Background: an optimization exercise with open tools, aiming at small area, a short achievable clock period and few clock cycles per item. Do not read the settings as production practice.
In this exercise RTL edits were held to simulation tests only and were not proved equivalent to the original.

Setup of job 3040:
// fpmultiplier
module fpmultiplier (output logic [31:0] product, output logic ready,
		input logic [31:0] a, input logic clock, nreset);
export LEC_CHECK = 0
export ABC_CLOCK_PERIOD_IN_PS = 3500
export CAP_MARGIN = 20
export CORE_MARGIN = 2
export CORE_UTILIZATION = 40
export CTS_BUF_LIST = sky130_fd_sc_hd__clkbuf_4 sky130_fd_sc_hd__clkbuf_8
export PLACE_DENSITY = 0.6
export SETUP_SLACK_MARGIN = 5
export SLEW_MARGIN = 20
export SYNTH_HIERARCHICAL = 1
create_clock -name core_clock -period 9.0 [get_ports {clock}]
standard.sh (not shown) runs the stock make flow with config.mk's settings and CLKGATE_MAP_FILE= SYNTH_SCRIPT=/design/flow/synth_recipe.tcl, a recipe that flattens the netlist after the stock synthesis.
==> flow/flow/run.sh <==
#!/bin/bash
# The standard layout flow (standard.sh), run with a larger setup margin
# for the resizer's timing repair and a smaller cell for the port buffers
# (every port is still buffered). Clock, constraints and every step are
# otherwise unchanged.
set -euo pipefail
MARGIN=${MARGIN:-5.9}
sed -E "s/SETUP_SLACK_MARGIN=[-0-9.]+/SETUP_SLACK_MARGIN=$MARGIN/" standard.sh > standard_margin.sh
grep -q "SETUP_SLACK_MARGIN=$MARGIN" standard_margin.sh
bash standard_margin.sh "BUFFER_PORTS_ARGS=-buffer_cell sky130_fd_sc_hd__buf_2" finish > standard.log 2>&1
Job 3040: all stages complete, timing, DRC and antenna checks passed
Testbench counts of job 3040, summed over its fixed seeds: cycles 28,000, items 4,000.
Inputs modified between job 3040 and job 9328:
--- a/flow/flow/run.sh
+++ b/flow/flow/run.sh
@@ -5,5 +5,5 @@
 # otherwise unchanged.
 set -euo pipefail
-MARGIN=${MARGIN:-5.9}
+MARGIN=${MARGIN:-6.0}
 sed -E "s/SETUP_SLACK_MARGIN=[-0-9.]+/SETUP_SLACK_MARGIN=$MARGIN/" standard.sh > standard_margin.sh
 grep -q "SETUP_SLACK_MARGIN=$MARGIN" standard_margin.sh
## What came out
Fraction of final layout cells sized beyond drive strength 1 sits higher in job 9328 than in job 3040.
Worst reg2reg path depth ended up 3 lower on job 9328 than on job 3040.
As far as count of final hold-check violations is concerned, job 9328 and job 3040 perform about the same.
Between job 3040 and job 9328, wire length of the first global-routing pass is lower for job 3040, job 9328 comes in above that.
Between job 3040 and job 9328, the flow reports wire length reported by the detailed router increasing slightly.
Job 9328 vs job 3040 — number of logic stages on the critical path including buffering dropped 3.
Cmp job 9328 vs job 3040: last weighted congestion value of the routability-driven placer higher in job 9328
Looking at signed area change from the synthesized netlist to the final layout, job 9328 sits above job 3040.
Comparing job 3040 and job 9328, the lower final worst setup slack was measured on job 3040.
Highest metal layer with signal wires = met5: job 9328; highest metal layer with signal wires = met4: job 3040
The following lists how job 7417 was set up differently from job 9328:
--- a/flow/flow/run.sh
+++ b/flow/flow/run.sh
@@ -5,5 +5,5 @@
 # otherwise unchanged.
 set -euo pipefail
-MARGIN=${MARGIN:-6.0}
+MARGIN=${MARGIN:-5.8}
 sed -E "s/SETUP_SLACK_MARGIN=[-0-9.]+/SETUP_SLACK_MARGIN=$MARGIN/" standard.sh > standard_margin.sh
 grep -q "SETUP_SLACK_MARGIN=$MARGIN" standard_margin.sh
==> summary.txt <==
Part of the cycle the worst path needs (higher): job 7417
Cell area on job 7417 is down relative to job 9328.
On number of clock buffers in the layout: job 7417 sits below job 9328.
Re post-cts hold buffer count: no difference whatsoever between job 7417 and job 9328.
Between job 7417 and job 9328, it is job 7417 whose routed wire length is lower, by 2.4%.
Job 7417 — utilization of the core after routing 1.2 points lower, job 9328 as reference
Looking at worst path setup slack after routing across job 7417 and job 9328, the one that comes out lower is job 7417.
On synthesized cell count, job 7417 and job 9328 are neck and neck.
Routed wire length on met2 of job 7417 falls short of that of job 9328 slightly.
The following lists how job 1189 was set up differently from job 7417:
--- a/flow/flow/run.sh
+++ b/flow/flow/run.sh
@@ -5,5 +5,5 @@
 # otherwise unchanged.
 set -euo pipefail
-MARGIN=${MARGIN:-5.8}
+MARGIN=${MARGIN:-6.1}
 sed -E "s/SETUP_SLACK_MARGIN=[-0-9.]+/SETUP_SLACK_MARGIN=$MARGIN/" standard.sh > standard_margin.sh
 grep -q "SETUP_SLACK_MARGIN=$MARGIN" standard_margin.sh
[summary]
Job 1189 ended with every stage complete and zero timing, DRC or antenna violations. Of job 1189 and job 7417, the run reporting the higher via count of the first global-routing pass was job 1189. In the flow results for job 1189 and job 7417, the via count is smaller on job 7417. Comparing overall global routing resource usage for job 1189 and job 7417, the smaller number came from job 7417. | met2 layer usage reported by global route | higher: job 1189 |. Comparing job 1189 and job 7417, final worst-path cycle share is higher on job 7417. In job 1189, the per-cell via count in the routed design came out 0.90% above the value in job 7417. Going from job 7417 to job 1189, the net total in the final layout was found to have gone up by about 3%.
Input-level comparison between job 153 and job 1189:
# job 1189
export LEC_CHECK = 0
export ABC_CLOCK_PERIOD_IN_PS = 3500
export CAP_MARGIN = 20
export CORE_MARGIN = 2
export CORE_UTILIZATION = 40
export CTS_BUF_LIST = sky130_fd_sc_hd__clkbuf_4 sky130_fd_sc_hd__clkbuf_8
export PLACE_DENSITY = 0.6
export SETUP_SLACK_MARGIN = 5
export SLEW_MARGIN = 20
export SYNTH_HIERARCHICAL = 1
create_clock -name core_clock -period 9.0 [get_ports {clock}]
# job 153
export LEC_CHECK = 0
export ABC_CLOCK_PERIOD_IN_PS = 3500
export CAP_MARGIN = 20
export CORE_MARGIN = 2
export CORE_UTILIZATION = 40
export CTS_BUF_LIST = sky130_fd_sc_hd__clkbuf_4 sky130_fd_sc_hd__clkbuf_8
export PLACE_DENSITY = 0.6
export SETUP_SLACK_MARGIN = 5
export SLEW_MARGIN = 20
export SYNTH_HIERARCHICAL = 1
export TNS_END_PERCENT = 20
create_clock -name core_clock -period 9.0 [get_ports {clock}]
--- a/flow/flow/run.sh
+++ b/flow/flow/run.sh
@@ -5,5 +5,5 @@
 # otherwise unchanged.
 set -euo pipefail
-MARGIN=${MARGIN:-6.1}
+MARGIN=${MARGIN:-6.0}
 sed -E "s/SETUP_SLACK_MARGIN=[-0-9.]+/SETUP_SLACK_MARGIN=$MARGIN/" standard.sh > standard_margin.sh
 grep -q "SETUP_SLACK_MARGIN=$MARGIN" standard_margin.sh
==> comparison <==
Mean post-synth cell area came out exactly the same in job 1189 and job 153.
Job 1189 and job 153 ended up with nearly the same critical path depth.
Delta (job 153 minus job 1189): global-route usage shows a reduction of 0.96 points.

* * *

Setup of v47:
fpmultiplier, a different RTL version from the one above (not shown whole).
Size in the first run: about 1200 cells after synthesis, ~67 I/O pins.
export LEC_CHECK = 0
export ABC_CLOCK_PERIOD_IN_PS = 3500
export CAP_MARGIN = 20
export CORE_MARGIN = 2
export CORE_UTILIZATION = 40
export PLACE_DENSITY = 0.6
export SETUP_SLACK_MARGIN = 5
export SLEW_MARGIN = 20
create_clock -name core_clock -period 9.0 [get_ports {clock}]
==> flow/flow/run.sh <==
#!/bin/bash
# The standard layout flow (standard.sh), run with a larger setup margin
# for the resizer's timing repair. Clock, constraints and every step are
# otherwise unchanged.
set -euo pipefail
MARGIN=${MARGIN:-6.0}
sed -E "s/SETUP_SLACK_MARGIN=[-0-9.]+/SETUP_SLACK_MARGIN=$MARGIN/" standard.sh > standard_margin.sh
grep -q "SETUP_SLACK_MARGIN=$MARGIN" standard_margin.sh
bash standard_margin.sh > standard.log 2>&1
v47 finished every step from synthesis to the final layout, and the layout passed the timing, design-rule and antenna checks.
Testbench counts of v47, summed over its fixed seeds: cycles 28,000, items 4,000.
> inputs changed (v47 -> v2)
Settings: CORE_UTILIZATION now 55, was 40; PLACE_DENSITY now 0.7, was 0.6.
--- a/flow/flow/run.sh
+++ b/flow/flow/run.sh
@@ -6 +6 @@
-MARGIN=${MARGIN:-6.0}
+MARGIN=${MARGIN:-5.8}
## What came out
When the final numbers for v47 and v2 were put side by side, the slew of the pin with the lowest slew margin turned out to be smaller in v47.
Buffer and inverter count on the worst path: v2 < v47
--- input diff v2..v10 ---
Settings: setting CTS_BUF_LIST to sky130_fd_sc_hd__clkbuf_4 sky130_fd_sc_hd__clkbuf_8 for the first time; changing CORE_UTILIZATION from 55 to 40; changing PLACE_DENSITY from 0.7 to 0.6.
--- a/flow/flow/run.sh
+++ b/flow/flow/run.sh
@@ -3 +3,2 @@
-# for the resizer's timing repair. Clock, constraints and every step are
+# for the resizer's timing repair and a smaller cell for the port buffers
+# (every port is still buffered). Clock, constraints and every step are
@@ -6 +7 @@
-MARGIN=${MARGIN:-5.8}
+MARGIN=${MARGIN:-6.0}
@@ -9 +10 @@
-bash standard_margin.sh > standard.log 2>&1
+bash standard_margin.sh "BUFFER_PORTS_ARGS=-buffer_cell sky130_fd_sc_hd__buf_2" finish > standard.log 2>&1
Findings:
| critical path depth | v10 vs v2 | 7 higher |
Compared with v2, in v10 smallest setup slack after layout up 150 ps, headroom to the max-slew limit now larger.
Compared to v2, v10 has routed wire length about 5.3% higher.
Modified inputs, v6 compared to v10
Settings: CTS_CLUSTER_DIAMETER now 100, previously not set; CTS_CLUSTER_SIZE now 40, previously not set.
==> flow/flow/run.sh <==
#!/bin/bash
# The standard layout flow (standard.sh), run with a larger setup margin
# for the resizer's timing repair. Clock, constraints and every step are
# otherwise unchanged.
set -euo pipefail
MARGIN=${MARGIN:-5.8}
sed -E "s/SETUP_SLACK_MARGIN=[-0-9.]+/SETUP_SLACK_MARGIN=$MARGIN/" standard.sh > standard_margin.sh
grep -q "SETUP_SLACK_MARGIN=$MARGIN" standard_margin.sh
bash standard_margin.sh > standard.log 2>&1
### Flow results
- v6 reports its cell with the biggest individual delay on the critical path as dfxtp_4 while v10 reports fa_2.
- When v6 is set beside v10, its fraction of the cycle the final worst path needs turns out to be 1.3 points larger.
- Higher area of all placed cells without fillers was reported by v10, not v6.
- Looking at v10 and v6, the clock latency on the worst-skew pair is a wash.
- Reported for v10 and v6, number of I/O port buffers turned out identical to the last digit.
- The worst setup path category comes out flop to primary output in one run and flop to flop in the other, namely in v6 and v10 respectively.
- On final hold slack, v10 tracks v6 almost exactly.
- Changes observed in v6 relative to v10: multiplexer area fraction after synthesis closely matched the old numbers.

* * *

fpmultiplier, a different RTL version from the one above (not shown whole).
For scale: ~160 flip-flops, roughly 12000 µm² of cells after synthesis.
==> flow/config.mk <==
export PLATFORM = sky130hd
export DESIGN_NAME = fpmultiplier
export DESIGN_NICKNAME = fpmultiplier
export VERILOG_FILES = /design/flow/design.v
export SDC_FILE = /design/flow/constraint.sdc
export NUM_CORES = 4
export LEC_CHECK = 0
export ABC_CLOCK_PERIOD_IN_PS = 3500
export CAP_MARGIN = 20
export CORE_MARGIN = 2
export CORE_UTILIZATION = 40
export CTS_BUF_LIST = sky130_fd_sc_hd__clkbuf_4 sky130_fd_sc_hd__clkbuf_8
export PLACE_DENSITY = 0.7
export SETUP_SLACK_MARGIN = 5
export SLEW_MARGIN = 20
export SYNTH_HIERARCHICAL = 1
==> flow/constraint.sdc <==
create_clock -name core_clock -period 9.0 [get_ports {clock}]
set_input_delay 1.8000 -clock core_clock [delete_from_list [all_inputs] [get_ports {clock}]]
set_output_delay 1.8000 -clock core_clock [all_outputs]
set_load 0.01 [all_outputs]
==> flow/flow/run.sh <==
#!/bin/bash
# The standard layout flow (standard.sh), run with a larger setup margin
# for the resizer's timing repair and a smaller cell for the port buffers
# (every port is still buffered). Clock, constraints and every step are
# otherwise unchanged.
set -euo pipefail
MARGIN=${MARGIN:-5.8}
sed -E "s/SETUP_SLACK_MARGIN=[-0-9.]+/SETUP_SLACK_MARGIN=$MARGIN/" standard.sh > standard_margin.sh
grep -q "SETUP_SLACK_MARGIN=$MARGIN" standard_margin.sh
bash standard_margin.sh "BUFFER_PORTS_ARGS=-buffer_cell sky130_fd_sc_hd__buf_2" finish > standard.log 2>&1
Testbench counts at the start, summed over its fixed seeds: cycles 28,000, items 4,000.
Rerun with:
--- a/flow/flow/run.sh
+++ b/flow/flow/run.sh
@@ -6,3 +6,3 @@
 set -euo pipefail
-MARGIN=${MARGIN:-5.8}
+MARGIN=${MARGIN:-6.2}
 sed -E "s/SETUP_SLACK_MARGIN=[-0-9.]+/SETUP_SLACK_MARGIN=$MARGIN/" standard.sh > standard_margin.sh
--- a/flow/config.mk
+++ b/flow/config.mk
@@ -12,3 +12,3 @@
 export CTS_BUF_LIST = sky130_fd_sc_hd__clkbuf_4 sky130_fd_sc_hd__clkbuf_8
-export PLACE_DENSITY = 0.7
+export PLACE_DENSITY = 0.6
 export SETUP_SLACK_MARGIN = 5
Result: The new run ran to the end with no violations; design area rises by 12%; non-clock buffer count goes up by 89; clock skew increases by 4.9 ps; via count rises by 6.9%; cell count is higher by 5.9%; worst setup slack is better by 140 ps.
Rerun with:
--- a/flow/flow/run.sh
+++ b/flow/flow/run.sh
@@ -6,3 +6,3 @@
 set -euo pipefail
-MARGIN=${MARGIN:-6.2}
+MARGIN=${MARGIN:-5.8}
 sed -E "s/SETUP_SLACK_MARGIN=[-0-9.]+/SETUP_SLACK_MARGIN=$MARGIN/" standard.sh > standard_margin.sh
What happened: Clock-buffer cell count rises by 2. Worst setup slack gets worse by 110 ps. Cell count drops by 5.6%.
Rerun with:
--- a/flow/flow/run.sh
+++ b/flow/flow/run.sh
@@ -6,3 +6,3 @@
 set -euo pipefail
-MARGIN=${MARGIN:-5.8}
+MARGIN=${MARGIN:-5.9}
 sed -E "s/SETUP_SLACK_MARGIN=[-0-9.]+/SETUP_SLACK_MARGIN=$MARGIN/" standard.sh > standard_margin.sh
Effect: Global-route usage stays flat; setup slack is better by 96 ps; routed wire length climbs by 4.4%.
Rerun with:
--- a/flow/flow/run.sh
+++ b/flow/flow/run.sh
@@ -6,3 +6,3 @@
 set -euo pipefail
-MARGIN=${MARGIN:-5.9}
+MARGIN=${MARGIN:-5.8}
 sed -E "s/SETUP_SLACK_MARGIN=[-0-9.]+/SETUP_SLACK_MARGIN=$MARGIN/" standard.sh > standard_margin.sh
--- a/flow/config.mk
+++ b/flow/config.mk
@@ -12,3 +12,3 @@
 export CTS_BUF_LIST = sky130_fd_sc_hd__clkbuf_4 sky130_fd_sc_hd__clkbuf_8
-export PLACE_DENSITY = 0.6
+export PLACE_DENSITY = 0.5
 export SETUP_SLACK_MARGIN = 5
- design area goes down by a few percent
- via count goes down by a few percent
- synthesized cell count is unchanged
- cell count goes down slightly
- synthesized area does not change
- setup slack is worse by 83 ps
- wire length goes down by a few percent
- count of clock-buffer cells in the layout does not change

* * *

RTL: one of the versions met above, not the one the previous note started from.
Size in the first run: roughly 1200 cells after synthesis, about 67 I/O pins, about 0.012 mm² of cells after synthesis.
clock: 9.0 ns
lec_check: 0
abc_clock_period_in_ps: 3500
cap_margin: 20
core_margin: 2
core_utilization: 40
cts_buf_list: sky130_fd_sc_hd__clkbuf_4 sky130_fd_sc_hd__clkbuf_8
place_density: 0.6
setup_slack_margin: 5
slew_margin: 20
==> flow/flow/run.sh <==
#!/bin/bash
# The standard layout flow (standard.sh), run with a larger setup margin
# for the resizer's timing repair. Clock, constraints and every step are
# otherwise unchanged.
set -euo pipefail
MARGIN=${MARGIN:-5.8}
sed -E "s/SETUP_SLACK_MARGIN=[-0-9.]+/SETUP_SLACK_MARGIN=$MARGIN/" standard.sh > standard_margin.sh
grep -q "SETUP_SLACK_MARGIN=$MARGIN" standard_margin.sh
bash standard_margin.sh > standard.log 2>&1
Testbench counts at the start, summed over its fixed seeds: cycles 28,000, items 4,000.
Change:
--- a/flow/flow/run.sh
+++ b/flow/flow/run.sh
@@ -4,5 +4,5 @@
 # otherwise unchanged.
 set -euo pipefail
-MARGIN=${MARGIN:-5.8}
+MARGIN=${MARGIN:-6.3}
 sed -E "s/SETUP_SLACK_MARGIN=[-0-9.]+/SETUP_SLACK_MARGIN=$MARGIN/" standard.sh > standard_margin.sh
 grep -q "SETUP_SLACK_MARGIN=$MARGIN" standard_margin.sh
Settings changed: CTS_BUF_LIST sky130_fd_sc_hd__clkbuf_4 sky130_fd_sc_hd__clkbuf_8 to unset.
Result: Synthesized cell count stays the same. Final area went up by 14%. Die area does not change.
Change:
==> flow/run.sh (new file) <==
#!/bin/bash
# synth_recipe.tcl (not shown) runs the flow's synth.tcl, then flattens the netlist and writes it again
# the make line also repeats each setting of config.mk as NAME=value (left out here)
make -C /OpenROAD-flow-scripts/flow DESIGN_CONFIG=/design/flow/config.mk WORK_HOME=/design/flow/orfs CLKGATE_MAP_FILE= SYNTH_SCRIPT=/design/flow/synth_recipe.tcl finish
removed: flow/flow/run.sh
removed: flow/standard.sh
After rerunning: The changed run passed the timing, design-rule and antenna checks. Synthesized area stays the same. Design area is lower by about 13%. Critical path depth shrinks by 6. Die area stays the same. Clock skew hardly moves. Synthesized cell count is unchanged. Global-route usage shrinks by 1.6 points. Non-clock buffer count came out lower by 118. Core utilization drops by 7.0 points. Final cell count shrinks by 6.7%. Clock-buffer cell count increases by 1.

[static timing again, ports no longer ideal]
In the flow no input, the clock included, has a driving cell. The finished layouts below were timed again as built, in two steps. Step 1, drivers: a clkbuf_16 drives clock and a buf_2 each remaining input, both assumed. Step 2 moves the port delays by t, midway between the first and last clock arrival at a register: inputs arrive t later, outputs are due t later. That takes back most of the time a late clock gives input paths. Slacks: ideal / step 1 / step 2; pairs: ideal / step 1.
run | shift t [ns] | setup slack, ns | hold WS [ns]
job 3040 | 0.504 | 5.935 / 5.935 / 5.935 | 0.367 / 0.367 / 0.367
job 9328 | 0.508 | 5.991 / 5.991 / 5.991 | 0.368 / 0.368 / 0.368
job 7417 | 0.528 | 5.896 / 5.896 / 5.896 | 0.370 / 0.370 / 0.370
job 1189 | 0.526 | 6.030 / 6.030 / 6.030 | 0.368 / 0.368 / 0.368
job 153 | 0.510 | 5.976 / 5.976 / 5.976 | 0.367 / 0.367 / 0.367
v47 | 0.484 | 5.871 / 5.871 / 5.643 | 0.370 / 0.370 / 0.370
v2 | 0.477 | 5.798 / 5.755 / 5.514 | 0.370 / 0.370 / 0.370
v10 | 0.530 | 5.945 / 5.945 / 5.945 | 0.368 / 0.368 / 0.368
v6 | 0.520 | 5.829 / 5.785 / 5.565 | 0.370 / 0.370 / 0.370
the first run of note 3 | 0.514 | 5.827 / 5.785 / 5.877 | 0.370 / 0.370 / 0.370
the second run of note 3 | 0.529 | 5.969 / 5.969 / 5.969 | 0.371 / 0.371 / 0.371
the third run of note 3 | 0.516 | 5.855 / 5.809 / 5.920 | 0.371 / 0.371 / 0.371
the fourth run of note 3 | 0.513 | 5.952 / 5.904 / 5.981 | 0.371 / 0.371 / 0.371
the fifth run of note 3 | 0.514 | 5.869 / 5.823 / 5.902 | 0.368 / 0.368 / 0.368
the first run of note 4 | 0.520 | 5.829 / 5.785 / 5.565 | 0.370 / 0.370 / 0.370
the second run of note 4 | 0.491 | 5.946 / 5.946 / 5.774 | 0.364 / 0.364 / 0.364
the third run of note 4 | 0.486 | 5.110 / 5.061 / 5.343 | 0.367 / 0.367 / 0.367
After both steps every run listed still meets setup and hold. The setup slack of v2, which loses most, moves by -0.043 ns with the drivers and by -0.284 ns with both steps.
